This design comes from an exercise in tuning for small area and a short achievable clock period on the open sky130 flow, not from production work.
In this exercise RTL edits were held to simulation tests only and were not proved equivalent to the original.
Power is estimated from default activity; no workload was simulated.

==> design/flow/design.v <==
module Decoder_Unit (
input wire [1:0] ALU_FUN,
output wire Arith_Enable, Logic_Enable, CMP_Enable, Shift_Enable
	);
assign Arith_Enable = (ALU_FUN == 2'b00);
assign Logic_Enable = (ALU_FUN == 2'b01);
assign CMP_Enable   = (ALU_FUN == 2'b10);
assign Shift_Enable = (ALU_FUN == 2'b11);
endmodule
module ALU_MUL (
  input  wire [15:0] A,
  input  wire [15:0] B,
  output wire [31:0] P
);
wire one1;
wire two2;
wire neg3;
wire pp4;
wire pp5;
wire pp6;
wire pp7;
wire pp8;
wire pp9;
wire pp10;
wire pp11;
wire pp12;
wire pp13;
wire pp14;
wire pp15;
wire pp16;
wire pp17;
wire pp18;
wire pp19;
wire pp20;
wire one21;
wire two22;
wire neg23;
wire pp24;
wire pp25;
wire pp26;
wire pp27;
wire pp28;
wire pp29;
wire pp30;
wire pp31;
wire pp32;
wire pp33;
wire pp34;
wire pp35;
wire pp36;
wire pp37;
wire pp38;
wire pp39;
wire pp40;
wire one41;
wire two42;
wire neg43;
wire pp44;
wire pp45;
wire pp46;
wire pp47;
wire pp48;
wire pp49;
wire pp50;
wire pp51;
wire pp52;
wire pp53;
wire pp54;
wire pp55;
wire pp56;
wire pp57;
wire pp58;
wire pp59;
wire pp60;
wire one61;
wire two62;
wire neg63;
wire pp64;
wire pp65;
wire pp66;
wire pp67;
wire pp68;
wire pp69;
wire pp70;
wire pp71;
wire pp72;
wire pp73;
wire pp74;
wire pp75;
wire pp76;
wire pp77;
wire pp78;
wire pp79;
wire pp80;
wire one81;
wire two82;
wire neg83;
wire pp84;
wire pp85;
wire pp86;
wire pp87;
wire pp88;
wire pp89;
wire pp90;
wire pp91;
wire pp92;
wire pp93;
wire pp94;
wire pp95;
wire pp96;
wire pp97;
wire pp98;
wire pp99;
wire pp100;
wire one101;
wire two102;
wire neg103;
wire pp104;
wire pp105;
wire pp106;
wire pp107;
wire pp108;
wire pp109;
wire pp110;
wire pp111;
wire pp112;
wire pp113;
wire pp114;
wire pp115;
wire pp116;
wire pp117;
wire pp118;
wire pp119;
wire pp120;
wire one121;
wire two122;
wire neg123;
wire pp124;
wire pp125;
wire pp126;
wire pp127;
wire pp128;
wire pp129;
wire pp130;
wire pp131;
wire pp132;
wire pp133;
wire pp134;
wire pp135;
wire pp136;
wire pp137;
wire pp138;
wire pp139;
wire pp140;
wire one141;
wire two142;
wire neg143;
wire pp144;
wire pp145;
wire pp146;
wire pp147;
wire pp148;
wire pp149;
wire pp150;
wire pp151;
wire pp152;
wire pp153;
wire pp154;
wire pp155;
wire pp156;
wire pp157;
wire pp158;
wire pp159;
wire pp160;
wire s161;
wire c162;
wire s163;
wire c164;
wire s165;
wire c166;
wire s167;
wire c168;
wire s169;
wire c170;
wire s171;
wire c172;
wire s173;
wire c174;
wire s175;
wire c176;
wire s177;
wire c178;
wire s179;
wire c180;
wire s181;
wire c182;
wire s183;
wire c184;
wire s185;
wire c186;
wire s187;
wire c188;
wire s189;
wire c190;
wire s191;
wire c192;
wire s193;
wire c194;
wire s195;
wire c196;
wire s197;
wire c198;
wire s199;
wire c200;
wire s201;
wire c202;
wire s203;
wire c204;
wire s205;
wire c206;
wire s207;
wire c208;
wire s209;
wire c210;
wire s211;
wire c212;
wire s213;
wire c214;
wire s215;
wire c216;
wire s217;
wire c218;
wire s219;
wire c220;
wire s221;
wire c222;
wire s223;
wire c224;
wire s225;
wire c226;
wire s227;
wire c228;
wire s229;
wire c230;
wire s231;
wire c232;
wire s233;
wire c234;
wire s235;
wire c236;
wire s237;
wire c238;
wire s239;
wire c240;
wire s241;
wire c242;
wire s243;
wire c244;
wire s245;
wire c246;
wire s247;
wire c248;
wire s249;
wire c250;
wire s251;
wire c252;
wire s253;
wire c254;
wire s255;
wire c256;
wire s257;
wire c258;
wire s259;
wire c260;
wire s261;
wire c262;
wire s263;
wire c264;
wire s265;
wire c266;
wire s267;
wire c268;
wire s269;
wire c270;
wire s271;
wire c272;
wire s273;
wire c274;
wire s275;
wire c276;
wire s277;
wire c278;
wire s279;
wire c280;
wire s281;
wire c282;
wire s283;
wire c284;
wire s285;
wire c286;
wire s287;
wire c288;
wire s289;
wire c290;
wire s291;
wire c292;
wire s293;
wire c294;
wire s295;
wire c296;
wire s297;
wire c298;
wire s299;
wire c300;
wire s301;
wire c302;
wire s303;
wire c304;
wire s305;
wire c306;
wire s307;
wire c308;
wire s309;
wire c310;
wire s311;
wire c312;
wire s313;
wire c314;
wire s315;
wire c316;
wire s317;
wire c318;
wire s319;
wire c320;
wire s321;
wire c322;
wire s323;
wire c324;
wire s325;
wire c326;
wire s327;
wire c328;
wire s329;
wire c330;
wire s331;
wire c332;
wire s333;
wire c334;
wire s335;
wire c336;
wire s337;
wire c338;
wire s339;
wire c340;
wire s341;
wire c342;
wire s343;
wire c344;
wire s345;
wire c346;
wire s347;
wire c348;
wire s349;
wire c350;
wire s351;
wire c352;
wire s353;
wire c354;
wire s355;
wire c356;
wire s357;
wire c358;
wire s359;
wire c360;
wire s361;
wire c362;
wire s363;
wire c364;
wire s365;
wire c366;
wire s367;
wire c368;
wire s369;
wire c370;
wire s371;
wire c372;
wire s373;
wire c374;
wire s375;
wire c376;
wire s377;
wire c378;
wire s379;
wire c380;
wire s381;
wire c382;
wire s383;
wire c384;
wire s385;
wire c386;
wire s387;
wire c388;
wire s389;
wire c390;
wire s391;
wire c392;
wire s393;
wire c394;
wire s395;
wire c396;
wire s397;
wire c398;
wire s399;
wire c400;
wire s401;
wire c402;
wire s403;
wire c404;
wire s405;
wire c406;
wire s407;
wire c408;
wire s409;
wire c410;
wire s411;
wire c412;
wire s413;
wire c414;
wire s415;
wire c416;
wire s417;
wire c418;
wire s419;
wire c420;
wire s421;
wire c422;
wire s423;
wire c424;
wire s425;
wire c426;
wire s427;
wire c428;
wire s429;
wire c430;
wire s431;
wire c432;
wire s433;
wire c434;
wire s435;
wire c436;
wire s437;
wire c438;
wire s439;
wire c440;
wire s441;
wire c442;
wire s443;
wire c444;
wire s445;
wire c446;
wire s447;
assign one1 = B[0] ^ 1'b0;
assign two2 = (B[1] & ~B[0] & ~1'b0) | (~B[1] & B[0] & 1'b0);
assign neg3 = B[1];
assign pp4 = ((one1 & A[0]) | (two2 & 1'b0)) ^ neg3;
assign pp5 = ((one1 & A[1]) | (two2 & A[0])) ^ neg3;
assign pp6 = ((one1 & A[2]) | (two2 & A[1])) ^ neg3;
assign pp7 = ((one1 & A[3]) | (two2 & A[2])) ^ neg3;
assign pp8 = ((one1 & A[4]) | (two2 & A[3])) ^ neg3;
assign pp9 = ((one1 & A[5]) | (two2 & A[4])) ^ neg3;
assign pp10 = ((one1 & A[6]) | (two2 & A[5])) ^ neg3;
assign pp11 = ((one1 & A[7]) | (two2 & A[6])) ^ neg3;
assign pp12 = ((one1 & A[8]) | (two2 & A[7])) ^ neg3;
assign pp13 = ((one1 & A[9]) | (two2 & A[8])) ^ neg3;
assign pp14 = ((one1 & A[10]) | (two2 & A[9])) ^ neg3;
assign pp15 = ((one1 & A[11]) | (two2 & A[10])) ^ neg3;
assign pp16 = ((one1 & A[12]) | (two2 & A[11])) ^ neg3;
assign pp17 = ((one1 & A[13]) | (two2 & A[12])) ^ neg3;
assign pp18 = ((one1 & A[14]) | (two2 & A[13])) ^ neg3;
assign pp19 = ((one1 & A[15]) | (two2 & A[14])) ^ neg3;
assign pp20 = ~(((one1 & A[15]) | (two2 & A[15])) ^ neg3);
assign one21 = B[2] ^ B[1];
assign two22 = (B[3] & ~B[2] & ~B[1]) | (~B[3] & B[2] & B[1]);
assign neg23 = B[3];
assign pp24 = ((one21 & A[0]) | (two22 & 1'b0)) ^ neg23;
assign pp25 = ((one21 & A[1]) | (two22 & A[0])) ^ neg23;
assign pp26 = ((one21 & A[2]) | (two22 & A[1])) ^ neg23;
assign pp27 = ((one21 & A[3]) | (two22 & A[2])) ^ neg23;
assign pp28 = ((one21 & A[4]) | (two22 & A[3])) ^ neg23;
assign pp29 = ((one21 & A[5]) | (two22 & A[4])) ^ neg23;
assign pp30 = ((one21 & A[6]) | (two22 & A[5])) ^ neg23;
assign pp31 = ((one21 & A[7]) | (two22 & A[6])) ^ neg23;
assign pp32 = ((one21 & A[8]) | (two22 & A[7])) ^ neg23;
assign pp33 = ((one21 & A[9]) | (two22 & A[8])) ^ neg23;
assign pp34 = ((one21 & A[10]) | (two22 & A[9])) ^ neg23;
assign pp35 = ((one21 & A[11]) | (two22 & A[10])) ^ neg23;
assign pp36 = ((one21 & A[12]) | (two22 & A[11])) ^ neg23;
assign pp37 = ((one21 & A[13]) | (two22 & A[12])) ^ neg23;
assign pp38 = ((one21 & A[14]) | (two22 & A[13])) ^ neg23;
assign pp39 = ((one21 & A[15]) | (two22 & A[14])) ^ neg23;
assign pp40 = ~(((one21 & A[15]) | (two22 & A[15])) ^ neg23);
assign one41 = B[4] ^ B[3];
assign two42 = (B[5] & ~B[4] & ~B[3]) | (~B[5] & B[4] & B[3]);
assign neg43 = B[5];
assign pp44 = ((one41 & A[0]) | (two42 & 1'b0)) ^ neg43;
assign pp45 = ((one41 & A[1]) | (two42 & A[0])) ^ neg43;
assign pp46 = ((one41 & A[2]) | (two42 & A[1])) ^ neg43;
assign pp47 = ((one41 & A[3]) | (two42 & A[2])) ^ neg43;
assign pp48 = ((one41 & A[4]) | (two42 & A[3])) ^ neg43;
assign pp49 = ((one41 & A[5]) | (two42 & A[4])) ^ neg43;
assign pp50 = ((one41 & A[6]) | (two42 & A[5])) ^ neg43;
assign pp51 = ((one41 & A[7]) | (two42 & A[6])) ^ neg43;
assign pp52 = ((one41 & A[8]) | (two42 & A[7])) ^ neg43;
assign pp53 = ((one41 & A[9]) | (two42 & A[8])) ^ neg43;
assign pp54 = ((one41 & A[10]) | (two42 & A[9])) ^ neg43;
assign pp55 = ((one41 & A[11]) | (two42 & A[10])) ^ neg43;
assign pp56 = ((one41 & A[12]) | (two42 & A[11])) ^ neg43;
assign pp57 = ((one41 & A[13]) | (two42 & A[12])) ^ neg43;
assign pp58 = ((one41 & A[14]) | (two42 & A[13])) ^ neg43;
assign pp59 = ((one41 & A[15]) | (two42 & A[14])) ^ neg43;
assign pp60 = ~(((one41 & A[15]) | (two42 & A[15])) ^ neg43);
assign one61 = B[6] ^ B[5];
assign two62 = (B[7] & ~B[6] & ~B[5]) | (~B[7] & B[6] & B[5]);
assign neg63 = B[7];
assign pp64 = ((one61 & A[0]) | (two62 & 1'b0)) ^ neg63;
assign pp65 = ((one61 & A[1]) | (two62 & A[0])) ^ neg63;
assign pp66 = ((one61 & A[2]) | (two62 & A[1])) ^ neg63;
assign pp67 = ((one61 & A[3]) | (two62 & A[2])) ^ neg63;
assign pp68 = ((one61 & A[4]) | (two62 & A[3])) ^ neg63;
assign pp69 = ((one61 & A[5]) | (two62 & A[4])) ^ neg63;
assign pp70 = ((one61 & A[6]) | (two62 & A[5])) ^ neg63;
assign pp71 = ((one61 & A[7]) | (two62 & A[6])) ^ neg63;
assign pp72 = ((one61 & A[8]) | (two62 & A[7])) ^ neg63;
assign pp73 = ((one61 & A[9]) | (two62 & A[8])) ^ neg63;
assign pp74 = ((one61 & A[10]) | (two62 & A[9])) ^ neg63;
assign pp75 = ((one61 & A[11]) | (two62 & A[10])) ^ neg63;
assign pp76 = ((one61 & A[12]) | (two62 & A[11])) ^ neg63;
assign pp77 = ((one61 & A[13]) | (two62 & A[12])) ^ neg63;
assign pp78 = ((one61 & A[14]) | (two62 & A[13])) ^ neg63;
assign pp79 = ((one61 & A[15]) | (two62 & A[14])) ^ neg63;
assign pp80 = ~(((one61 & A[15]) | (two62 & A[15])) ^ neg63);
assign one81 = B[8] ^ B[7];
assign two82 = (B[9] & ~B[8] & ~B[7]) | (~B[9] & B[8] & B[7]);
assign neg83 = B[9];
assign pp84 = ((one81 & A[0]) | (two82 & 1'b0)) ^ neg83;
assign pp85 = ((one81 & A[1]) | (two82 & A[0])) ^ neg83;
assign pp86 = ((one81 & A[2]) | (two82 & A[1])) ^ neg83;
assign pp87 = ((one81 & A[3]) | (two82 & A[2])) ^ neg83;
assign pp88 = ((one81 & A[4]) | (two82 & A[3])) ^ neg83;
assign pp89 = ((one81 & A[5]) | (two82 & A[4])) ^ neg83;
assign pp90 = ((one81 & A[6]) | (two82 & A[5])) ^ neg83;
assign pp91 = ((one81 & A[7]) | (two82 & A[6])) ^ neg83;
assign pp92 = ((one81 & A[8]) | (two82 & A[7])) ^ neg83;
assign pp93 = ((one81 & A[9]) | (two82 & A[8])) ^ neg83;
assign pp94 = ((one81 & A[10]) | (two82 & A[9])) ^ neg83;
assign pp95 = ((one81 & A[11]) | (two82 & A[10])) ^ neg83;
assign pp96 = ((one81 & A[12]) | (two82 & A[11])) ^ neg83;
assign pp97 = ((one81 & A[13]) | (two82 & A[12])) ^ neg83;
assign pp98 = ((one81 & A[14]) | (two82 & A[13])) ^ neg83;
assign pp99 = ((one81 & A[15]) | (two82 & A[14])) ^ neg83;
assign pp100 = ~(((one81 & A[15]) | (two82 & A[15])) ^ neg83);
assign one101 = B[10] ^ B[9];
assign two102 = (B[11] & ~B[10] & ~B[9]) | (~B[11] & B[10] & B[9]);
assign neg103 = B[11];
assign pp104 = ((one101 & A[0]) | (two102 & 1'b0)) ^ neg103;
assign pp105 = ((one101 & A[1]) | (two102 & A[0])) ^ neg103;
assign pp106 = ((one101 & A[2]) | (two102 & A[1])) ^ neg103;
assign pp107 = ((one101 & A[3]) | (two102 & A[2])) ^ neg103;
assign pp108 = ((one101 & A[4]) | (two102 & A[3])) ^ neg103;
assign pp109 = ((one101 & A[5]) | (two102 & A[4])) ^ neg103;
assign pp110 = ((one101 & A[6]) | (two102 & A[5])) ^ neg103;
assign pp111 = ((one101 & A[7]) | (two102 & A[6])) ^ neg103;
assign pp112 = ((one101 & A[8]) | (two102 & A[7])) ^ neg103;
assign pp113 = ((one101 & A[9]) | (two102 & A[8])) ^ neg103;
assign pp114 = ((one101 & A[10]) | (two102 & A[9])) ^ neg103;
assign pp115 = ((one101 & A[11]) | (two102 & A[10])) ^ neg103;
assign pp116 = ((one101 & A[12]) | (two102 & A[11])) ^ neg103;
assign pp117 = ((one101 & A[13]) | (two102 & A[12])) ^ neg103;
assign pp118 = ((one101 & A[14]) | (two102 & A[13])) ^ neg103;
assign pp119 = ((one101 & A[15]) | (two102 & A[14])) ^ neg103;
assign pp120 = ~(((one101 & A[15]) | (two102 & A[15])) ^ neg103);
assign one121 = B[12] ^ B[11];
assign two122 = (B[13] & ~B[12] & ~B[11]) | (~B[13] & B[12] & B[11]);
assign neg123 = B[13];
assign pp124 = ((one121 & A[0]) | (two122 & 1'b0)) ^ neg123;
assign pp125 = ((one121 & A[1]) | (two122 & A[0])) ^ neg123;
assign pp126 = ((one121 & A[2]) | (two122 & A[1])) ^ neg123;
assign pp127 = ((one121 & A[3]) | (two122 & A[2])) ^ neg123;
assign pp128 = ((one121 & A[4]) | (two122 & A[3])) ^ neg123;
assign pp129 = ((one121 & A[5]) | (two122 & A[4])) ^ neg123;
assign pp130 = ((one121 & A[6]) | (two122 & A[5])) ^ neg123;
assign pp131 = ((one121 & A[7]) | (two122 & A[6])) ^ neg123;
assign pp132 = ((one121 & A[8]) | (two122 & A[7])) ^ neg123;
assign pp133 = ((one121 & A[9]) | (two122 & A[8])) ^ neg123;
assign pp134 = ((one121 & A[10]) | (two122 & A[9])) ^ neg123;
assign pp135 = ((one121 & A[11]) | (two122 & A[10])) ^ neg123;
assign pp136 = ((one121 & A[12]) | (two122 & A[11])) ^ neg123;
assign pp137 = ((one121 & A[13]) | (two122 & A[12])) ^ neg123;
assign pp138 = ((one121 & A[14]) | (two122 & A[13])) ^ neg123;
assign pp139 = ((one121 & A[15]) | (two122 & A[14])) ^ neg123;
assign pp140 = ~(((one121 & A[15]) | (two122 & A[15])) ^ neg123);
assign one141 = B[14] ^ B[13];
assign two142 = (B[15] & ~B[14] & ~B[13]) | (~B[15] & B[14] & B[13]);
assign neg143 = B[15];
assign pp144 = ((one141 & A[0]) | (two142 & 1'b0)) ^ neg143;
assign pp145 = ((one141 & A[1]) | (two142 & A[0])) ^ neg143;
assign pp146 = ((one141 & A[2]) | (two142 & A[1])) ^ neg143;
assign pp147 = ((one141 & A[3]) | (two142 & A[2])) ^ neg143;
assign pp148 = ((one141 & A[4]) | (two142 & A[3])) ^ neg143;
assign pp149 = ((one141 & A[5]) | (two142 & A[4])) ^ neg143;
assign pp150 = ((one141 & A[6]) | (two142 & A[5])) ^ neg143;
assign pp151 = ((one141 & A[7]) | (two142 & A[6])) ^ neg143;
assign pp152 = ((one141 & A[8]) | (two142 & A[7])) ^ neg143;
assign pp153 = ((one141 & A[9]) | (two142 & A[8])) ^ neg143;
assign pp154 = ((one141 & A[10]) | (two142 & A[9])) ^ neg143;
assign pp155 = ((one141 & A[11]) | (two142 & A[10])) ^ neg143;
assign pp156 = ((one141 & A[12]) | (two142 & A[11])) ^ neg143;
assign pp157 = ((one141 & A[13]) | (two142 & A[12])) ^ neg143;
assign pp158 = ((one141 & A[14]) | (two142 & A[13])) ^ neg143;
assign pp159 = ((one141 & A[15]) | (two142 & A[14])) ^ neg143;
assign pp160 = ~(((one141 & A[15]) | (two142 & A[15])) ^ neg143);
assign s161 = pp14 ^ pp32;
assign c162 = pp14 & pp32;
assign s163 = pp15 ^ pp33;
assign c164 = pp15 & pp33;
assign s165 = pp16 ^ pp34 ^ pp52;
assign c166 = (pp16 & pp34) | (pp52 & (pp16 ^ pp34));
assign s167 = pp70 ^ pp88;
assign c168 = pp70 & pp88;
assign s169 = pp17 ^ pp35 ^ pp53;
assign c170 = (pp17 & pp35) | (pp53 & (pp17 ^ pp35));
assign s171 = pp71 ^ pp89;
assign c172 = pp71 & pp89;
assign s173 = pp18 ^ pp36 ^ pp54;
assign c174 = (pp18 & pp36) | (pp54 & (pp18 ^ pp36));
assign s175 = pp72 ^ pp90 ^ pp108;
assign c176 = (pp72 & pp90) | (pp108 & (pp72 ^ pp90));
assign s177 = pp126 ^ pp144;
assign c178 = pp126 & pp144;
assign s179 = pp19 ^ pp37 ^ pp55;
assign c180 = (pp19 & pp37) | (pp55 & (pp19 ^ pp37));
assign s181 = pp73 ^ pp91 ^ pp109;
assign c182 = (pp73 & pp91) | (pp109 & (pp73 ^ pp91));
assign s183 = pp127 ^ pp145;
assign c184 = pp127 & pp145;
assign s185 = pp20 ^ pp38 ^ pp56;
assign c186 = (pp20 & pp38) | (pp56 & (pp20 ^ pp38));
assign s187 = pp74 ^ pp92 ^ pp110;
assign c188 = (pp74 & pp92) | (pp110 & (pp74 ^ pp92));
assign s189 = ~(pp128 ^ pp146);
assign c190 = pp128 | pp146;
assign s191 = pp39 ^ pp57 ^ pp75;
assign c192 = (pp39 & pp57) | (pp75 & (pp39 ^ pp57));
assign s193 = pp93 ^ pp111 ^ pp129;
assign c194 = (pp93 & pp111) | (pp129 & (pp93 ^ pp111));
assign s195 = ~pp147;
assign c196 = pp147;
assign s197 = pp40 ^ pp58 ^ pp76;
assign c198 = (pp40 & pp58) | (pp76 & (pp40 ^ pp58));
assign s199 = pp94 ^ pp112 ^ pp130;
assign c200 = (pp94 & pp112) | (pp130 & (pp94 ^ pp112));
assign s201 = pp59 ^ pp77 ^ pp95;
assign c202 = (pp59 & pp77) | (pp95 & (pp59 ^ pp77));
assign s203 = pp113 ^ pp131;
assign c204 = pp113 & pp131;
assign s205 = pp60 ^ pp78 ^ pp96;
assign c206 = (pp60 & pp78) | (pp96 & (pp60 ^ pp78));
assign s207 = pp79 ^ pp97;
assign c208 = pp79 & pp97;
assign s209 = pp10 ^ pp28;
assign c210 = pp10 & pp28;
assign s211 = pp11 ^ pp29;
assign c212 = pp11 & pp29;
assign s213 = pp12 ^ pp30 ^ pp48;
assign c214 = (pp12 & pp30) | (pp48 & (pp12 ^ pp30));
assign s215 = pp66 ^ pp84;
assign c216 = pp66 & pp84;
assign s217 = pp13 ^ pp31 ^ pp49;
assign c218 = (pp13 & pp31) | (pp49 & (pp13 ^ pp31));
assign s219 = pp67 ^ pp85;
assign c220 = pp67 & pp85;
assign s221 = s161 ^ pp50 ^ pp68;
assign c222 = (s161 & pp50) | (pp68 & (s161 ^ pp50));
assign s223 = pp86 ^ pp104 ^ neg103;
assign c224 = (pp86 & pp104) | (neg103 & (pp86 ^ pp104));
assign s225 = c162 ^ s163 ^ pp51;
assign c226 = (c162 & s163) | (pp51 & (c162 ^ s163));
assign s227 = pp69 ^ pp87 ^ pp105;
assign c228 = (pp69 & pp87) | (pp105 & (pp69 ^ pp87));
assign s229 = c164 ^ s165 ^ s167;
assign c230 = (c164 & s165) | (s167 & (c164 ^ s165));
assign s231 = pp106 ^ pp124 ^ neg123;
assign c232 = (pp106 & pp124) | (neg123 & (pp106 ^ pp124));
assign s233 = c166 ^ c168 ^ s169;
assign c234 = (c166 & c168) | (s169 & (c166 ^ c168));
assign s235 = s171 ^ pp107 ^ pp125;
assign c236 = (s171 & pp107) | (pp125 & (s171 ^ pp107));
assign s237 = c170 ^ c172 ^ s173;
assign c238 = (c170 & c172) | (s173 & (c170 ^ c172));
assign s239 = s175 ^ s177 ^ neg143;
assign c240 = (s175 & s177) | (neg143 & (s175 ^ s177));
assign s241 = c174 ^ c176 ^ c178;
assign c242 = (c174 & c176) | (c178 & (c174 ^ c176));
assign s243 = s179 ^ s181 ^ s183;
assign c244 = (s179 & s181) | (s183 & (s179 ^ s181));
assign s245 = c180 ^ c182 ^ c184;
assign c246 = (c180 & c182) | (c184 & (c180 ^ c182));
assign s247 = s185 ^ s187 ^ s189;
assign c248 = (s185 & s187) | (s189 & (s185 ^ s187));
assign s249 = c186 ^ c188 ^ c190;
assign c250 = (c186 & c188) | (c190 & (c186 ^ c188));
assign s251 = s191 ^ s193 ^ s195;
assign c252 = (s191 & s193) | (s195 & (s191 ^ s193));
assign s253 = c192 ^ c194 ^ c196;
assign c254 = (c192 & c194) | (c196 & (c192 ^ c194));
assign s255 = s197 ^ s199 ^ pp148;
assign c256 = (s197 & s199) | (pp148 & (s197 ^ s199));
assign s257 = c198 ^ c200 ^ s201;
assign c258 = (c198 & c200) | (s201 & (c198 ^ c200));
assign s259 = ~(s203 ^ pp149);
assign c260 = s203 | pp149;
assign s261 = c202 ^ c204 ^ s205;
assign c262 = (c202 & c204) | (s205 & (c202 ^ c204));
assign s263 = pp114 ^ pp132 ^ pp150;
assign c264 = (pp114 & pp132) | (pp150 & (pp114 ^ pp132));
assign s265 = c206 ^ s207 ^ pp115;
assign c266 = (c206 & s207) | (pp115 & (c206 ^ s207));
assign s267 = ~(pp133 ^ pp151);
assign c268 = pp133 | pp151;
assign s269 = c208 ^ pp80 ^ pp98;
assign c270 = (c208 & pp80) | (pp98 & (c208 ^ pp80));
assign s271 = pp116 ^ pp134 ^ pp152;
assign c272 = (pp116 & pp134) | (pp152 & (pp116 ^ pp134));
assign s273 = pp99 ^ pp117 ^ pp135;
assign c274 = (pp99 & pp117) | (pp135 & (pp99 ^ pp117));
assign s275 = ~pp153;
assign c276 = pp153;
assign s277 = pp100 ^ pp118 ^ pp136;
assign c278 = (pp100 & pp118) | (pp136 & (pp100 ^ pp118));
assign s279 = pp119 ^ pp137;
assign c280 = pp119 & pp137;
assign s281 = pp8 ^ pp26;
assign c282 = pp8 & pp26;
assign s283 = pp9 ^ pp27;
assign c284 = pp9 & pp27;
assign s285 = s209 ^ pp46 ^ pp64;
assign c286 = (s209 & pp46) | (pp64 & (s209 ^ pp46));
assign s287 = c210 ^ s211 ^ pp47;
assign c288 = (c210 & s211) | (pp47 & (c210 ^ s211));
assign s289 = c212 ^ s213 ^ s215;
assign c290 = (c212 & s213) | (s215 & (c212 ^ s213));
assign s291 = c214 ^ c216 ^ s217;
assign c292 = (c214 & c216) | (s217 & (c214 ^ c216));
assign s293 = c218 ^ c220 ^ s221;
assign c294 = (c218 & c220) | (s221 & (c218 ^ c220));
assign s295 = c222 ^ c224 ^ s225;
assign c296 = (c222 & c224) | (s225 & (c222 ^ c224));
assign s297 = c226 ^ c228 ^ s229;
assign c298 = (c226 & c228) | (s229 & (c226 ^ c228));
assign s299 = c230 ^ c232 ^ s233;
assign c300 = (c230 & c232) | (s233 & (c230 ^ c232));
assign s301 = c234 ^ c236 ^ s237;
assign c302 = (c234 & c236) | (s237 & (c234 ^ c236));
assign s303 = c238 ^ c240 ^ s241;
assign c304 = (c238 & c240) | (s241 & (c238 ^ c240));
assign s305 = c242 ^ c244 ^ s245;
assign c306 = (c242 & c244) | (s245 & (c242 ^ c244));
assign s307 = c246 ^ c248 ^ s249;
assign c308 = (c246 & c248) | (s249 & (c246 ^ c248));
assign s309 = c250 ^ c252 ^ s253;
assign c310 = (c250 & c252) | (s253 & (c250 ^ c252));
assign s311 = c254 ^ c256 ^ s257;
assign c312 = (c254 & c256) | (s257 & (c254 ^ c256));
assign s313 = c258 ^ c260 ^ s261;
assign c314 = (c258 & c260) | (s261 & (c258 ^ c260));
assign s315 = c262 ^ c264 ^ s265;
assign c316 = (c262 & c264) | (s265 & (c262 ^ c264));
assign s317 = c266 ^ c268 ^ s269;
assign c318 = (c266 & c268) | (s269 & (c266 ^ c268));
assign s319 = c270 ^ c272 ^ s273;
assign c320 = (c270 & c272) | (s273 & (c270 ^ c272));
assign s321 = c274 ^ c276 ^ s277;
assign c322 = (c274 & c276) | (s277 & (c274 ^ c276));
assign s323 = c278 ^ s279 ^ pp155;
assign c324 = (c278 & s279) | (pp155 & (c278 ^ s279));
assign s325 = c280 ^ pp120 ^ pp138;
assign c326 = (c280 & pp120) | (pp138 & (c280 ^ pp120));
assign s327 = pp139 ^ pp157;
assign c328 = pp139 & pp157;
assign s329 = pp6 ^ pp24;
assign c330 = pp6 & pp24;
assign s331 = pp7 ^ pp25;
assign c332 = pp7 & pp25;
assign s333 = s281 ^ pp44 ^ neg43;
assign c334 = (s281 & pp44) | (neg43 & (s281 ^ pp44));
assign s335 = c282 ^ s283 ^ pp45;
assign c336 = (c282 & s283) | (pp45 & (c282 ^ s283));
assign s337 = c284 ^ s285 ^ neg63;
assign c338 = (c284 & s285) | (neg63 & (c284 ^ s285));
assign s339 = c286 ^ s287 ^ pp65;
assign c340 = (c286 & s287) | (pp65 & (c286 ^ s287));
assign s341 = c288 ^ s289 ^ neg83;
assign c342 = (c288 & s289) | (neg83 & (c288 ^ s289));
assign s343 = c290 ^ s291 ^ s219;
assign c344 = (c290 & s291) | (s219 & (c290 ^ s291));
assign s345 = c292 ^ s293 ^ s223;
assign c346 = (c292 & s293) | (s223 & (c292 ^ s293));
assign s347 = c294 ^ s295 ^ s227;
assign c348 = (c294 & s295) | (s227 & (c294 ^ s295));
assign s349 = c296 ^ s297 ^ s231;
assign c350 = (c296 & s297) | (s231 & (c296 ^ s297));
assign s351 = c298 ^ s299 ^ s235;
assign c352 = (c298 & s299) | (s235 & (c298 ^ s299));
assign s353 = c300 ^ s301 ^ s239;
assign c354 = (c300 & s301) | (s239 & (c300 ^ s301));
assign s355 = c302 ^ s303 ^ s243;
assign c356 = (c302 & s303) | (s243 & (c302 ^ s303));
assign s357 = c304 ^ s305 ^ s247;
assign c358 = (c304 & s305) | (s247 & (c304 ^ s305));
assign s359 = c306 ^ s307 ^ s251;
assign c360 = (c306 & s307) | (s251 & (c306 ^ s307));
assign s361 = c308 ^ s309 ^ s255;
assign c362 = (c308 & s309) | (s255 & (c308 ^ s309));
assign s363 = c310 ^ s311 ^ s259;
assign c364 = (c310 & s311) | (s259 & (c310 ^ s311));
assign s365 = c312 ^ s313 ^ s263;
assign c366 = (c312 & s313) | (s263 & (c312 ^ s313));
assign s367 = c314 ^ s315 ^ s267;
assign c368 = (c314 & s315) | (s267 & (c314 ^ s315));
assign s369 = c316 ^ s317 ^ s271;
assign c370 = (c316 & s317) | (s271 & (c316 ^ s317));
assign s371 = c318 ^ s319 ^ s275;
assign c372 = (c318 & s319) | (s275 & (c318 ^ s319));
assign s373 = c320 ^ s321 ^ pp154;
assign c374 = (c320 & s321) | (pp154 & (c320 ^ s321));
assign s375 = ~(c322 ^ s323);
assign c376 = c322 | s323;
assign s377 = c324 ^ s325 ^ pp156;
assign c378 = (c324 & s325) | (pp156 & (c324 ^ s325));
assign s379 = ~(c326 ^ s327);
assign c380 = c326 | s327;
assign s381 = c328 ^ pp140 ^ pp158;
assign c382 = (c328 & pp140) | (pp158 & (c328 ^ pp140));
assign s383 = ~pp159;
assign c384 = pp159;
assign s385 = pp4 ^ neg3;
assign c386 = pp4 & neg3;
assign s387 = pp5 ^ c386;
assign c388 = pp5 & c386;
assign s389 = s329 ^ neg23 ^ c388;
assign c390 = (s329 & neg23) | (c388 & (s329 ^ neg23));
assign s391 = c330 ^ s331 ^ c390;
assign c392 = (c330 & s331) | (c390 & (c330 ^ s331));
assign s393 = c332 ^ s333 ^ c392;
assign c394 = (c332 & s333) | (c392 & (c332 ^ s333));
assign s395 = c334 ^ s335 ^ c394;
assign c396 = (c334 & s335) | (c394 & (c334 ^ s335));
assign s397 = c336 ^ s337 ^ c396;
assign c398 = (c336 & s337) | (c396 & (c336 ^ s337));
assign s399 = c338 ^ s339 ^ c398;
assign c400 = (c338 & s339) | (c398 & (c338 ^ s339));
assign s401 = c340 ^ s341 ^ c400;
assign c402 = (c340 & s341) | (c400 & (c340 ^ s341));
assign s403 = c342 ^ s343 ^ c402;
assign c404 = (c342 & s343) | (c402 & (c342 ^ s343));
assign s405 = c344 ^ s345 ^ c404;
assign c406 = (c344 & s345) | (c404 & (c344 ^ s345));
assign s407 = c346 ^ s347 ^ c406;
assign c408 = (c346 & s347) | (c406 & (c346 ^ s347));
assign s409 = c348 ^ s349 ^ c408;
assign c410 = (c348 & s349) | (c408 & (c348 ^ s349));
assign s411 = c350 ^ s351 ^ c410;
assign c412 = (c350 & s351) | (c410 & (c350 ^ s351));
assign s413 = c352 ^ s353 ^ c412;
assign c414 = (c352 & s353) | (c412 & (c352 ^ s353));
assign s415 = c354 ^ s355 ^ c414;
assign c416 = (c354 & s355) | (c414 & (c354 ^ s355));
assign s417 = c356 ^ s357 ^ c416;
assign c418 = (c356 & s357) | (c416 & (c356 ^ s357));
assign s419 = c358 ^ s359 ^ c418;
assign c420 = (c358 & s359) | (c418 & (c358 ^ s359));
assign s421 = c360 ^ s361 ^ c420;
assign c422 = (c360 & s361) | (c420 & (c360 ^ s361));
assign s423 = c362 ^ s363 ^ c422;
assign c424 = (c362 & s363) | (c422 & (c362 ^ s363));
assign s425 = c364 ^ s365 ^ c424;
assign c426 = (c364 & s365) | (c424 & (c364 ^ s365));
assign s427 = c366 ^ s367 ^ c426;
assign c428 = (c366 & s367) | (c426 & (c366 ^ s367));
assign s429 = c368 ^ s369 ^ c428;
assign c430 = (c368 & s369) | (c428 & (c368 ^ s369));
assign s431 = c370 ^ s371 ^ c430;
assign c432 = (c370 & s371) | (c430 & (c370 ^ s371));
assign s433 = c372 ^ s373 ^ c432;
assign c434 = (c372 & s373) | (c432 & (c372 ^ s373));
assign s435 = c374 ^ s375 ^ c434;
assign c436 = (c374 & s375) | (c434 & (c374 ^ s375));
assign s437 = c376 ^ s377 ^ c436;
assign c438 = (c376 & s377) | (c436 & (c376 ^ s377));
assign s439 = c378 ^ s379 ^ c438;
assign c440 = (c378 & s379) | (c438 & (c378 ^ s379));
assign s441 = c380 ^ s381 ^ c440;
assign c442 = (c380 & s381) | (c440 & (c380 ^ s381));
assign s443 = c382 ^ s383 ^ c442;
assign c444 = (c382 & s383) | (c442 & (c382 ^ s383));
assign s445 = c384 ^ pp160 ^ c444;
assign c446 = (c384 & pp160) | (c444 & (c384 ^ pp160));
assign s447 = 1'b1 ^ c446;
assign P = {s447, s445, s443, s441, s439, s437, s435, s433, s431, s429, s427, s425, s423, s421, s419, s417, s415, s413, s411, s409, s407, s405, s403, s401, s399, s397, s395, s393, s391, s389, s387, s385};
endmodule
module ALU_DIV (
  input  wire [15:0] A,
  input  wire [15:0] B,
  output wire [16:0] Q    
);
wire sa = A[15];
wire sb = B[15];
wire [15:0] N;
assign N[0] = A[0];
assign N[1] = A[1] ^ (sa & (|A[0:0]));
assign N[2] = A[2] ^ (sa & (|A[1:0]));
assign N[3] = A[3] ^ (sa & (|A[2:0]));
assign N[4] = A[4] ^ (sa & (|A[3:0]));
assign N[5] = A[5] ^ (sa & (|A[4:0]));
assign N[6] = A[6] ^ (sa & (|A[5:0]));
assign N[7] = A[7] ^ (sa & (|A[6:0]));
assign N[8] = A[8] ^ (sa & (|A[7:0]));
assign N[9] = A[9] ^ (sa & (|A[8:0]));
assign N[10] = A[10] ^ (sa & (|A[9:0]));
assign N[11] = A[11] ^ (sa & (|A[10:0]));
assign N[12] = A[12] ^ (sa & (|A[11:0]));
assign N[13] = A[13] ^ (sa & (|A[12:0]));
assign N[14] = A[14] ^ (sa & (|A[13:0]));
assign N[15] = A[15] ^ (sa & (|A[14:0]));
wire ci = ~sb;
wire [15:0] Bx = B ^ {16{ci}};
wire [15:0] q;
wire [0:0] x15;
assign x15 = N[15];
wire [0:0] d15;
wire [1:0] c15;
wire [1:0] t15 = {1'b0, x15} + {1'b0, Bx[0:0]} + ci;
assign d15 = t15[0:0];
assign c15[1] = t15[1];
assign q[15] = c15[1] & (&Bx[15:1]);
wire [0:0] r15 = q[15] ? d15 : x15;
wire [1:0] x14;
assign x14 = {r15, N[14]};
wire [1:0] d14;
wire [2:0] c14;
wire [2:0] t14 = {1'b0, x14} + {1'b0, Bx[1:0]} + ci;
assign d14 = t14[1:0];
assign c14[2] = t14[2];
assign q[14] = c14[2] & (&Bx[15:2]);
wire [1:0] r14 = q[14] ? d14 : x14;
wire [2:0] x13;
assign x13 = {r14, N[13]};
wire [2:0] d13;
wire [3:0] c13;
wire [3:0] t13 = {1'b0, x13} + {1'b0, Bx[2:0]} + ci;
assign d13 = t13[2:0];
assign c13[3] = t13[3];
assign q[13] = c13[3] & (&Bx[15:3]);
wire [2:0] r13 = q[13] ? d13 : x13;
wire [3:0] x12;
assign x12 = {r13, N[12]};
wire [3:0] d12;
wire [4:0] c12;
wire [4:0] t12 = {1'b0, x12} + {1'b0, Bx[3:0]} + ci;
assign d12 = t12[3:0];
assign c12[4] = t12[4];
assign q[12] = c12[4] & (&Bx[15:4]);
wire [3:0] r12 = q[12] ? d12 : x12;
wire [4:0] x11;
assign x11 = {r12, N[11]};
wire [4:0] d11;
wire [5:0] c11;
wire [5:0] t11 = {1'b0, x11} + {1'b0, Bx[4:0]} + ci;
assign d11 = t11[4:0];
assign c11[5] = t11[5];
assign q[11] = c11[5] & (&Bx[15:5]);
wire [4:0] r11 = q[11] ? d11 : x11;
wire [5:0] x10;
assign x10 = {r11, N[10]};
wire [5:0] d10;
wire [6:0] c10;
wire [6:0] t10 = {1'b0, x10} + {1'b0, Bx[5:0]} + ci;
assign d10 = t10[5:0];
assign c10[6] = t10[6];
assign q[10] = c10[6] & (&Bx[15:6]);
wire [5:0] r10 = q[10] ? d10 : x10;
wire [6:0] x9;
assign x9 = {r10, N[9]};
wire [6:0] d9;
wire [7:0] c9;
wire [7:0] t9 = {1'b0, x9} + {1'b0, Bx[6:0]} + ci;
assign d9 = t9[6:0];
assign c9[7] = t9[7];
assign q[9] = c9[7] & (&Bx[15:7]);
wire [6:0] r9 = q[9] ? d9 : x9;
wire [7:0] x8;
assign x8 = {r9, N[8]};
wire [7:0] d8;
wire [8:0] c8;
wire [8:0] t8 = {1'b0, x8} + {1'b0, Bx[7:0]} + ci;
assign d8 = t8[7:0];
assign c8[8] = t8[8];
assign q[8] = c8[8] & (&Bx[15:8]);
wire [7:0] r8 = q[8] ? d8 : x8;
wire [8:0] x7;
assign x7 = {r8, N[7]};
wire [8:0] d7;
wire [9:0] c7;
wire [9:0] t7 = {1'b0, x7} + {1'b0, Bx[8:0]} + ci;
assign d7 = t7[8:0];
assign c7[9] = t7[9];
assign q[7] = c7[9] & (&Bx[15:9]);
wire [8:0] r7 = q[7] ? d7 : x7;
wire [9:0] x6;
assign x6 = {r7, N[6]};
wire [9:0] d6;
wire [10:0] c6;
wire [10:0] t6 = {1'b0, x6} + {1'b0, Bx[9:0]} + ci;
assign d6 = t6[9:0];
assign c6[10] = t6[10];
assign q[6] = c6[10] & (&Bx[15:10]);
wire [9:0] r6 = q[6] ? d6 : x6;
wire [10:0] x5;
assign x5 = {r6, N[5]};
wire [10:0] d5;
wire [11:0] c5;
wire [11:0] t5 = {1'b0, x5} + {1'b0, Bx[10:0]} + ci;
assign d5 = t5[10:0];
assign c5[11] = t5[11];
assign q[5] = c5[11] & (&Bx[15:11]);
wire [10:0] r5 = q[5] ? d5 : x5;
wire [11:0] x4;
assign x4 = {r5, N[4]};
wire [11:0] d4;
wire [12:0] c4;
wire [12:0] t4 = {1'b0, x4} + {1'b0, Bx[11:0]} + ci;
assign d4 = t4[11:0];
assign c4[12] = t4[12];
assign q[4] = c4[12] & (&Bx[15:12]);
wire [11:0] r4 = q[4] ? d4 : x4;
wire [12:0] x3;
assign x3 = {r4, N[3]};
wire [12:0] d3;
wire [13:0] c3;
wire [13:0] t3 = {1'b0, x3} + {1'b0, Bx[12:0]} + ci;
assign d3 = t3[12:0];
assign c3[13] = t3[13];
assign q[3] = c3[13] & (&Bx[15:13]);
wire [12:0] r3 = q[3] ? d3 : x3;
wire [13:0] x2;
assign x2 = {r3, N[2]};
wire [13:0] d2;
wire [14:0] c2;
wire [14:0] t2 = {1'b0, x2} + {1'b0, Bx[13:0]} + ci;
assign d2 = t2[13:0];
assign c2[14] = t2[14];
assign q[2] = c2[14] & (&Bx[15:14]);
wire [13:0] r2 = q[2] ? d2 : x2;
wire [14:0] x1;
assign x1 = {r2, N[1]};
wire [14:0] d1;
wire [15:0] c1;
wire [15:0] t1 = {1'b0, x1} + {1'b0, Bx[14:0]} + ci;
assign d1 = t1[14:0];
assign c1[15] = t1[15];
assign q[1] = c1[15] & (&Bx[15:15]);
wire [14:0] r1 = q[1] ? d1 : x1;
wire [15:0] x0;
assign x0 = {r1, N[0]};
wire [15:0] d0;
wire [16:0] c0;
wire [16:0] t0 = {1'b0, x0} + {1'b0, Bx[15:0]} + ci;
assign d0 = t0[15:0];
assign c0[16] = t0[16];
assign q[0] = c0[16];
wire sq = sa ^ sb;
wire [16:0] qn;
assign qn[0] = q[0];
assign qn[1] = q[1] ^ (sq & (|q[0:0]));
assign qn[2] = q[2] ^ (sq & (|q[1:0]));
assign qn[3] = q[3] ^ (sq & (|q[2:0]));
assign qn[4] = q[4] ^ (sq & (|q[3:0]));
assign qn[5] = q[5] ^ (sq & (|q[4:0]));
assign qn[6] = q[6] ^ (sq & (|q[5:0]));
assign qn[7] = q[7] ^ (sq & (|q[6:0]));
assign qn[8] = q[8] ^ (sq & (|q[7:0]));
assign qn[9] = q[9] ^ (sq & (|q[8:0]));
assign qn[10] = q[10] ^ (sq & (|q[9:0]));
assign qn[11] = q[11] ^ (sq & (|q[10:0]));
assign qn[12] = q[12] ^ (sq & (|q[11:0]));
assign qn[13] = q[13] ^ (sq & (|q[12:0]));
assign qn[14] = q[14] ^ (sq & (|q[13:0]));
assign qn[15] = q[15] ^ (sq & (|q[14:0]));
assign qn[16] = sq & (|q);
assign Q = qn;
endmodule
module ALU_ADDSUB (
  input  wire [15:0] A,
  input  wire [15:0] B,
  input  wire SUB,
  output wire [16:0] S    
);
wire [16:0] a = {A[15], A};
wire [16:0] b = {B[15], B} ^ {17{SUB}};
wire [17:0] c;
assign c[0] = SUB;
assign S[0] = a[0] ^ b[0] ^ c[0];
assign c[1] = (a[0] & b[0]) | (c[0] & (a[0] ^ b[0]));
assign S[1] = a[1] ^ b[1] ^ c[1];
assign c[2] = (a[1] & b[1]) | (c[1] & (a[1] ^ b[1]));
assign S[2] = a[2] ^ b[2] ^ c[2];
assign c[3] = (a[2] & b[2]) | (c[2] & (a[2] ^ b[2]));
assign S[3] = a[3] ^ b[3] ^ c[3];
assign c[4] = (a[3] & b[3]) | (c[3] & (a[3] ^ b[3]));
assign S[4] = a[4] ^ b[4] ^ c[4];
assign c[5] = (a[4] & b[4]) | (c[4] & (a[4] ^ b[4]));
assign S[5] = a[5] ^ b[5] ^ c[5];
assign c[6] = (a[5] & b[5]) | (c[5] & (a[5] ^ b[5]));
assign S[6] = a[6] ^ b[6] ^ c[6];
assign c[7] = (a[6] & b[6]) | (c[6] & (a[6] ^ b[6]));
assign S[7] = a[7] ^ b[7] ^ c[7];
assign c[8] = (a[7] & b[7]) | (c[7] & (a[7] ^ b[7]));
assign S[8] = a[8] ^ b[8] ^ c[8];
assign c[9] = (a[8] & b[8]) | (c[8] & (a[8] ^ b[8]));
assign S[9] = a[9] ^ b[9] ^ c[9];
assign c[10] = (a[9] & b[9]) | (c[9] & (a[9] ^ b[9]));
assign S[10] = a[10] ^ b[10] ^ c[10];
assign c[11] = (a[10] & b[10]) | (c[10] & (a[10] ^ b[10]));
assign S[11] = a[11] ^ b[11] ^ c[11];
assign c[12] = (a[11] & b[11]) | (c[11] & (a[11] ^ b[11]));
assign S[12] = a[12] ^ b[12] ^ c[12];
assign c[13] = (a[12] & b[12]) | (c[12] & (a[12] ^ b[12]));
assign S[13] = a[13] ^ b[13] ^ c[13];
assign c[14] = (a[13] & b[13]) | (c[13] & (a[13] ^ b[13]));
assign S[14] = a[14] ^ b[14] ^ c[14];
assign c[15] = (a[14] & b[14]) | (c[14] & (a[14] ^ b[14]));
assign S[15] = a[15] ^ b[15] ^ c[15];
assign c[16] = (a[15] & b[15]) | (c[15] & (a[15] ^ b[15]));
assign S[16] = a[16] ^ b[16] ^ c[16];
endmodule
module LOGIC_UNIT (
input wire [15:0] A,
input wire [15:0] B,
input wire [1:0] ALU_FUN,
output wire [15:0] Y
	);
assign Y = (ALU_FUN[0] ? (A | B) : (A & B)) ^ {16{ALU_FUN[1]}};
endmodule
module CMP_UNIT (
input wire [16:0] D,       
input wire [1:0] ALU_FUN,
output wire [1:0] Y
	);
wire eq = ~|D[15:0];
wire lt = D[16];
wire gt = ~lt & ~eq;
assign Y[1] = ALU_FUN[1] & (ALU_FUN[0] ? lt : gt);
assign Y[0] = ALU_FUN[0] & (ALU_FUN[1] ? lt : eq);
endmodule
module SHIFT_UNIT (
input wire [15:0] A,
input wire [15:0] B,
input wire [1:0] ALU_FUN,
output wire [16:0] Y
	);
wire [15:0] X = ALU_FUN[1] ? B : A;
assign Y = ALU_FUN[0] ? {X, 1'b0} : {1'b0, X[15], X[15:1]};
endmodule
module ALU_TOP (
input wire signed [15:0] A,
input wire signed [15:0] B,
input wire [3:0] ALU_FUNC,
input wire CLK,
input wire RST,
output reg signed [31:0] Arith_OUT,
output reg [15:0] Logic_OUT,
output reg [1:0] CMP_OUT,
output reg [16:0] SHIFT_OUT,
output reg Arith_Flag, Logic_Flag, CMP_Flag, SHIFT_Flag
	);
wire Arith_Enable, Logic_Enable, CMP_Enable, Shift_Enable;
Decoder_Unit Decoder (
.ALU_FUN(ALU_FUNC[3:2]),
.Arith_Enable(Arith_Enable),
.Logic_Enable(Logic_Enable),
.CMP_Enable(CMP_Enable),
.Shift_Enable(Shift_Enable)
	);
wire sub = ALU_FUNC[0] | ALU_FUNC[3];
wire [16:0] sum;
ALU_ADDSUB AddSub (.A(A), .B(B), .SUB(sub), .S(sum));
wire [31:0] prod;
ALU_MUL Mul (.A(A), .B(B), .P(prod));
wire [16:0] quo;
ALU_DIV Div (.A(A), .B(B), .Q(quo));
wire div_ok = |B;
wire sel_add = Arith_Enable & ~ALU_FUNC[1];
wire sel_mul = Arith_Enable & ALU_FUNC[1] & ~ALU_FUNC[0];
wire sel_div = Arith_Enable & ALU_FUNC[1] & ALU_FUNC[0] & div_ok;
wire [31:0] arith = ({32{sel_add}} & {{15{sum[16]}}, sum})
                  | ({32{sel_mul}} & prod)
                  | ({32{sel_div}} & {{15{quo[16]}}, quo});
wire [15:0] logic_res;
LOGIC_UNIT Logic (.A(A), .B(B), .ALU_FUN(ALU_FUNC[1:0]), .Y(logic_res));
wire [1:0] cmp_res;
CMP_UNIT Cmp (.D(sum), .ALU_FUN(ALU_FUNC[1:0]), .Y(cmp_res));
wire [16:0] shift_res;
SHIFT_UNIT Shift (.A(A), .B(B), .ALU_FUN(ALU_FUNC[1:0]), .Y(shift_res));
always @(posedge CLK or negedge RST) begin
if (!RST) begin
	Arith_OUT <= 32'b0;
	Logic_OUT <= 16'b0;
	CMP_OUT <= 2'b0;
	SHIFT_OUT <= 17'b0;
	Arith_Flag <= 1'b0;
	Logic_Flag <= 1'b0;
	CMP_Flag <= 1'b0;
	SHIFT_Flag <= 1'b0;
end else begin
	Arith_OUT <= arith;
	Logic_OUT <= Logic_Enable ? logic_res : 16'b0;
	CMP_OUT <= CMP_Enable ? cmp_res : 2'b0;
	SHIFT_OUT <= Shift_Enable ? shift_res : 17'b0;
	Arith_Flag <= Arith_Enable;
	Logic_Flag <= Logic_Enable;
	CMP_Flag <= CMP_Enable;
	SHIFT_Flag <= Shift_Enable;
end
end
endmodule
==> design/flow/flow/run.sh <==
#!/bin/bash
# The standard layout (standard.sh) with two changes:
#  - synthesis is the standard synthesis with ABC's mapping script replaced by
#    flow/abc.script (flow/synth.tcl); the registers are the standard synthesis's;
#  - every port is buffered by the smallest buffer cell instead of the one buffer_ports
#    picks by default.
# Each tool's output lands in the ORFS logs under orfs/logs/; make's own output goes to
# standard_flow.log in this folder.
set -euo pipefail
bash standard.sh "SYNTH_SCRIPT=$PWD/flow/synth.tcl" \
  "BUFFER_PORTS_ARGS=-buffer_cell sky130_fd_sc_hd__buf_1" finish > standard_flow.log 2>&1
==> design/flow/flow/abc.script <==
strash
dch
map -a
topo
stime -c
==> design/flow/flow/synth.tcl <==
# The standard synthesis (synth_recipe.tcl in the work folder), with ABC's mapping script
# replaced by flow/abc.script. Only the combinational mapping changes; the registers are the
# standard synthesis's.
set my_flow_dir [file dirname [file normalize [info script]]]
proc abc {args} {
  set i [lsearch -exact $args -script]
  if {$i >= 0} { lset args [expr {$i + 1}] [file join $::my_flow_dir abc.script] }
  yosys abc {*}$args
}
source [file join [file dirname $my_flow_dir] synth_recipe.tcl]
==> design/flow/standard.sh <==
#!/bin/bash
# synth_recipe.tcl (not shown) runs the flow's synth.tcl, then flattens the netlist and writes it again
# the make line also repeats each setting of config.mk as NAME=value (left out here)
make -C /OpenROAD-flow-scripts/flow DESIGN_CONFIG=/design/flow/config.mk WORK_HOME=/design/flow/orfs CLKGATE_MAP_FILE= SYNTH_SCRIPT=/design/flow/synth_recipe.tcl "${@:-finish}"
==> design/flow/config.mk <==
export PLATFORM = sky130hd
export DESIGN_NAME = ALU_TOP
export DESIGN_NICKNAME = ALU_TOP
export VERILOG_FILES = /design/flow/design.v
export SDC_FILE = /design/flow/constraint.sdc
export NUM_CORES = 4
export LEC_CHECK = 0
export ABC_AREA = 1
export CAP_MARGIN = 20
export CORE_MARGIN = 2
export CORE_UTILIZATION = 40
export SLEW_MARGIN = 20
==> design/flow/constraint.sdc <==
create_clock -name core_clock -period 95.0 [get_ports {CLK}]
set_input_delay 19.0000 -clock core_clock [delete_from_list [all_inputs] [get_ports {CLK}]]
set_output_delay 19.0000 -clock core_clock [all_outputs]
set_load 0.01 [all_outputs]
==> impl_metrics.json, run 1 <==
{
  "overflow": 0,
  "ys_seq_elements": 71,
  "worst_pin_slew_ns": 1.02,
  "cpPeakStageDelay_ns": 1.01,
  "drive_gt1_share_pct": 4.65,
  "initial_core_util_pct": 40.5,
  "seq_area_mm2": 0.00178,
  "antenna_found_initial": 1,
  "yosys_warnings": 1,
  "period_share_pct": 58.9,
  "p_leak_nw": 7.11,
  "portBuffers": 108,
  "clockBufferDepth": 2,
  "num_vias": 14622,
  "numCtsBuffers": 9,
  "cts_tree": "built",
  "cp.arrival_ns": 56.13,
  "clk_pin_slew_ns": 0.06,
  "post_cts_resized": 0,
  "h-tree-depth": 3,
  "syn_inst": 1893,
  "core_mm2": 0.0365,
  "synthToLayoutAreaGrowth_pct": 11.2,
  "power.share.clock_pct": 9.1,
  "wire_per_inst_um": 20.1,
  "utilization_pct": 45.0,
  "maxSlewViolCount": 0,
  "viasPerCell": 5.77,
  "grt_pass1_vias": 14745,
  "final_antenna_net_count": 0,
  "min_path_type": "input pin to asynchronous set/reset pin",
  "rsz0062_at_grt": "false",
  "setup_viol": 0,
  "path_common_cell": "nand2_1",
  "grt_pass1_wl_mm": 80.5,
  "hold_violations": 0,
  "syn_area_mm2": 0.0148,
  "first_pass_iters": 6,
  "max_cap_violations": 0,
  "drc_errors": 0,
  "std_cell_rows": 70,
  "cts_sinks": 71,
  "seqPwrFrac_pct": 9.8,
  "cts_setup_buffers": 0,
  "grt_max_degree": 72,
  "synth_nets": 2222,
  "totalWireLength_mm": 51.0,
  "grt_usage_pct": 26.8,
  "nets": 2388,
  "end_kind": "flip-flop",
  "combPwrFrac_pct": 81.1,
  "ys_seq_area_share_pct": 12.0,
  "fin_crit_ns": 55.91,
  "first_iter_violations": 1081,
  "place.gp.congestion": 0.908,
  "ctsHoldBuffers": 0,
  "relSlewSlack_pct": 32.0,
  "setup-tns-final_ns": 0,
  "yosysUniqueCellTypes": 35,
  "syn_avg_cell_area_um2": 7.81,
  "path_max_fanout": 28,
  "crit_required_ns": 95.22,
  "dieArea_mm2": 0.0385,
  "internal_power_mw": 0.180,
  "startpoint": "B[15]",
  "vdd_drop_max_mv": 0.0343,
  "die_w_um": 196,
  "cp_slowest_cell": "clkinv_1",
  "n_fill_cell": 3713,
  "max_freq_ghz": 0.0179,
  "pin_count": 109,
  "worstSetupPathType": "input pin to flip-flop",
  "p_sw_mw": 0.196,
  "ctsRootBufferMaster": "clkbuf_16",
  "switching_share_pct": 52.1,
  "p_per_area_mw_per_mm2": 22.9,
  "hpwl_mm": 38.1,
  "die_h_um": 196,
  "status": "no timing/DRC/antenna violations",
  "cp-endpoint": "Arith_OUT[30]",
  "worst_setup_path_start_kind": "input pin",
  "multi_input_area_mm2": 0.0122
}
state kept, by name, indices dropped and copies added (netlist names):
register and cells:
Logic_OUT 16, Logic_Flag 1, CMP_Flag 1, Arith_OUT 32, SHIFT_Flag 1, CMP_OUT 2, Arith_Flag 1, SHIFT_OUT 17
power groups by stage:
stage	clock [mW]	combinational, mW	sequential (mW)
after CTS	0.0345	0.307	0.0368
after global routing	0.0357	0.347	0.0370
after detailed placement	0	0.305	0.0373
after floorplan	0	0.214	0.0386
final	0.0342	0.305	0.0368
after global placement	0	0.301	0.0373
Yosys cell counts:
cell type,instances,area share [%]
a211oi_1,4,0.20
a21boi_0,2,0.10
a21o_2,11,0.65
a21oi_1,176,6.0
a221oi_1,2,0.12
a22o_2,2,0.14
a22oi_1,2,0.10
a31oi_1,11,0.47
and2_2,3,0.15
and3_2,1,0.051
clkinv_1,218,5.5
dfrtp_1,71,12
fa_1,141,19
ha_1,150,13
mux2_2,1,0.076
mux2i_1,1,0.068
nand2_1,290,7.4
nand3_1,31,1.0
nand4_1,9,0.38
nor2_1,127,3.2
nor3_1,8,0.27
nor3b_1,6,0.30
nor4_1,2,0.085
o211ai_1,9,0.46
o21a_1,5,0.25
o21ai_0,173,5.9
o21bai_1,17,0.86
o221ai_1,8,0.47
o22ai_1,131,5.5
o31ai_1,9,0.46
o32ai_1,1,0.059
or2_2,5,0.21
or4_2,1,0.059
xnor2_1,41,2.4
xor2_1,224,13
routing by layer:
metal / track usage (%) / vias to the layer above / part of all wire (%)
met5: 0 / - / 0
met4: 11.5 / 0 / 4.6
met3: 3.80 / 147 / 6.6
met2: 44.5 / 580 / 47
met1: 34.8 / 7030 / 42
li1: - / 6865 / -
worst max-delay path: cells and delay by family:
family / cells / cell delay [ns]
AOI/OAI and AO/OA: 72 / 12.13
buffers and inverters: 22 / 5.74
xor gates and xnor gates: 11 / 2.21
and+or+nand+nor: 71 / 10.85
adders and majority gates: 16 / 6.08
layout make-up:
type / count / area share, %
clock inverter: 7 / 0.381
tap: 468 / 3.56
timing repair buffer: 155 / 4.69
sequential: 71 / 10.8
clock buffer: 9 / 1.37
antenna: 1 / 0.0152
multi-input combinational: 1604 / 74.2
inverter: 218 / 4.98
stage by stage:
step	hold WS (ns)	std cells	area [um^2]	total power, mW	setup WS [ns]
after floorplan	18.70	1893	14800	0.252	44.87
after global placement	19.26	2516	16100	0.338	40.75
after detailed placement	19.27	2516	16100	0.343	39.39
after CTS	18.91	2532	16400	0.379	39.63
after global routing	18.97	2532	16400	0.420	34.85
final	18.88	2533	16400	0.376	39.09
how the worst min path moves through the flow:
stage                start       endpoint  cells after the start
5_1_grt                RST  Arith_OUT[22]                      2
2_1_floorplan          RST     Arith_Flag                      0
3_5_place_dp   ALU_FUNC[2]     SHIFT_Flag                      3
3_3_place_gp   ALU_FUNC[2]     SHIFT_Flag                      3
6_report               RST  Arith_OUT[22]                      2
4_1_cts        ALU_FUNC[2]     SHIFT_Flag                      3
cells in the final DEF, fill, tap and decap left out, types with 9 or more instances in the layout:
master,n
o211ai_1,9
o31ai_1,9
nor2_1,126
buf_4,47
o21bai_1,17
ha_1,150
dfrtp_1,71
xnor2_1,41
nand3_1,31
o21ai_0,173
xor2_1,224
fa_1,141
clkbuf_16,9
a21o_2,11
o22ai_1,131
nand4_1,9
buf_1,100
nand2_1,290
clkinv_1,218
a31oi_1,11
a21oi_1,176
cells by family after synthesis:
kind of cell             synth area share (%)
buffers and inverters                    5.53
flip-flops                               12.0
XOR/XNOR                                 15.7
AO/OA/AOI/OAI                            21.7
AND/OR/NAND/NOR                          13.1
adder cells (fa/ha/maj)                  31.8
multiplexers                            0.144
==> inputs of run 2 (changes only) <==
==> design/flow/flow/run.sh (replaced) <==
#!/bin/bash
# The standard layout (standard.sh) with three changes:
#  - synthesis is the standard synthesis with ABC's mapping script replaced by
#    flow/abc.script (flow/synth.tcl); the registers are the standard synthesis's;
#  - every port is buffered by the smallest buffer cell instead of the one buffer_ports
#    picks by default;
#  - repair_timing aims for 49 ns of setup slack (SETUP_SLACK_MARGIN) instead of 0, so the
#    resizer upsizes the critical path; the clock and constraints stay the design's.
# Each tool's output lands in the ORFS logs under orfs/logs/; make's own output goes to
# standard_flow.log in this folder.
set -euo pipefail
bash standard.sh "SYNTH_SCRIPT=$PWD/flow/synth.tcl" \
  "BUFFER_PORTS_ARGS=-buffer_cell sky130_fd_sc_hd__buf_1" \
  SETUP_SLACK_MARGIN=49 finish > standard_flow.log 2>&1
==> run 2 against run 1 <==
Compared with the run above:
- clock power up 14%
- sequential share of layout area down 1.7 points
- via count up 7.9%
- critical path type unchanged
- largest power group unchanged
==> impl_metrics.json, run 2 <==
{
  "status": "no timing/DRC/antenna violations",
  "path_common_cell": "a21oi_2",
  "numCtsBuffers": 9,
  "setup-tns-final_ns": 0,
  "overflow": 0,
  "totalWireLength_mm": 56.7,
  "first_iter_violations": 981,
  "dpl_worst_slack_ns": 44.16,
  "grt_pass1_vias": 15608,
  "portBuffers": 108,
  "rsz0062_at_grt": "true",
  "fin_cells": 2728,
  "std_cell_rows": 70,
  "ys_top_cells_by_area": "fa_1 19%, xor2_1 13%, ha_1 13%",
  "largest_reg_flops": 32,
  "drc_errors": 0,
  "power.share.clock_pct": 8.9,
  "cpPeakStageDelay_ns": 0.48,
  "p_leak_nw": 8.60,
  "syn_inst": 1893,
  "wire_per_inst_um": 20.8,
  "place_area_mm2": 0.0163,
  "drive_gt1_share_pct": 23.9,
  "ys_seq_area_share_pct": 12.0,
  "yosysUniqueCellTypes": 35,
  "worst_pin_slew_ns": 0.965,
  "internal_power_mw": 0.217,
  "core_mm2": 0.0365,
  "power_mw": 0.436,
  "num_vias": 15779,
  "max_freq_ghz": 0.0221,
  "p_sw_mw": 0.219,
  "dieArea_mm2": 0.0385,
  "switching_share_pct": 50.2,
  "dp_cells": 2515,
  "vdd_drop_max_mv": 0.0322,
  "place.gp.congestion": 0.912,
  "ctsRootBufferMaster": "clkbuf_16",
  "reg.largest.list": "Arith_OUT x32, SHIFT_OUT x17, Logic_OUT x16",
  "p_per_area_mw_per_mm2": 22.2,
  "fin_crit_ns": 45.24,
  "yosys_warnings": 1,
  "layout_setup_ws_ns": 49.76,
  "relSlewSlack_pct": 35.6,
  "die_h_um": 196,
  "regMostFlops": "Arith_OUT",
  "netlist.top_cell.by_area": "fa_1",
  "n_fill_cell": 3394,
  "clockBufferDepth": 2,
  "worstSetupPathType": "input pin to flip-flop",
  "cp_slowest_cell": "buf_1",
  "maxSlewViolCount": 0,
  "die_w_um": 196,
  "hpwl_mm": 38.6,
  "final_antenna_net_count": 0,
  "utilization_pct": 53.6,
  "viasPerCell": 5.78,
  "synthArstFlopShare_pct": 100,
  "cts_sinks": 71,
  "critPathTopFamily": "compound AO/OA/AOI/OAI gates",
  "period_share_pct": 47.6,
  "pin_count": 109,
  "most-common-layout-cells": "255 x nand2_1, 217 x xor2_1, 215 x buf_4",
  "hold_slack_ns": 18.89,
  "stdcell_area_mm2": 0.0196,
  "final_common_cell": "nand2_1",
  "max_cap_violations": 0,
  "synth.most_common_cell": "nand2_1",
  "syn_avg_cell_area_um2": 7.81,
  "crit_required_ns": 95.21,
  "grt_pass1_wl_mm": 85.4,
  "ys_top_cells_by_count": "290 x nand2_1, 224 x xor2_1, 218 x clkinv_1, 176 x a21oi_1, 173 x o21ai_0",
  "netlist.area_leader.share_pct": 19.1,
  "min_path_type": "input pin to asynchronous set/reset pin",
  "worst_setup_path_start_kind": "input pin",
  "nets": 2584,
  "cp.arrival_ns": 45.45,
  "grt_usage_pct": 28.6,
  "combPwrFrac_pct": 82.6,
  "end_kind": "flip-flop",
  "path_max_fanout": 10,
  "synth_ff_type": "dfrtp_1",
  "diodes": 0,
  "first_pass_iters": 7,
  "ys_seq_elements": 71,
  "synthToLayoutAreaGrowth_pct": 32.5,
  "clk_pin_slew_ns": 0.07,
  "synth_edf_count": 0,
  "ctsHoldBuffers": 0,
  "cts_tree": "built",
  "syn_area_mm2": 0.0148,
  "antenna_found_initial": 0,
  "setup_viol": 0,
  "crit_buf_inv": 22,
  "grt_max_degree": 72,
  "h-tree-depth": 3,
  "seqPwrFrac_pct": 8.5,
  "synth_nets": 2222,
  "hold_violations": 0,
  "initial_core_util_pct": 40.5
}
run 2: metal layers:
metal	vias to the layer above	wire length, um	global-route usage [%]
met5	-	0	0
met4	0	3080	12.7
met3	208	4250	5.19
met2	718	27400	48.8
met1	7591	22000	35.1
li1	7262	-	-
run 2: worst max path at each step:
stage / from / end / slack, ns / cells past startpoint
floorplan: B[15] / Arith_OUT[29] / 49.01 / 191
global placement: B[15] / Arith_OUT[16] / 45.09 / 190
detailed placement: B[15] / Arith_OUT[29] / 44.16 / 192
CTS: B[15] / Arith_OUT[29] / 49.01 / 195
global route: A[0] / Arith_OUT[29] / 48.06 / 189
finish: B[8] / Arith_OUT[10] / 49.76 / 189
run 2: power by group through the flow:
stage               clock network, mW  logic, mW  registers (mW)
detailed placement                  0      0.304          0.0373
global route                   0.0407      0.403          0.0370
global placement                    0      0.298          0.0373
CTS                            0.0394      0.327          0.0368
floorplan                           0      0.217          0.0386
finish                         0.0390      0.360          0.0369
run 2: what timing repair did:
| item | 4_1_cts | 5_1_grt |
|---|---|---|
| resized for setup | 103 | 255 |
| pin swaps | 56 | 146 |
| buffers inserted | 112 | 76 |
| setup endpoints to repair | 32 | 32 |
| gates cloned | 7 | 2 |
run 2: layout make-up:
| class | count | area, um^2 | area share, % |
|---|---|---|---|
| timing repair inverter | 2 | 10.0 | 0.0511 |
| sequential | 71 | 1780 | 9.07 |
| tap | 468 | 586 | 2.99 |
| clock inverter | 7 | 103 | 0.524 |
| multi-input combinational | 1609 | 13600 | 69.5 |
| inverter | 218 | 911 | 4.65 |
| clock buffer | 9 | 225 | 1.15 |
| timing repair buffer | 344 | 2370 | 12.1 |
run 2: cell families (layout without fill, tap and decap cells):
group           count (synthesis)  in the layout  synth area share (%)
compound gates                563            563                  21.7
simple gates                  483            488                  13.1
fa+ha+maj                     291            291                  31.8
xor+xnor                      265            265                  15.7
buf+inv                       218            580                  5.53
flops                          71             71                  12.0
mux                             2              2                 0.144

re-timing with driven ports:
No port has a modelled driver above. Below, the same layouts with a new extraction and two added sets of constraints.
Step 1 assumes that a clkbuf_16 drives the clock port and a buf_2 every other input.
Step 2 moves the port delays by t, midway between the first and last clock arrival at a register: inputs arrive t later, outputs are due t later. That takes back most of the time a late clock gives input paths.
Slacks: no drivers / after step 1 / after step 2; pairs: no drivers / after step 1.
run	t (ns)	slack for setup (ns)	worst setup path at the end	slew at the worst register clock pin (ns)
run 1	0.395	39.085 / 39.103 / 38.708	input to register	0.08 / 0.08
run 2	0.396	49.762 / 49.753 / 49.357	input to register	0.07 / 0.07
After both steps every run listed still meets setup and hold. The setup slack of run 2, which loses most, moves by -0.009 ns with the drivers and by -0.405 ns with both steps.
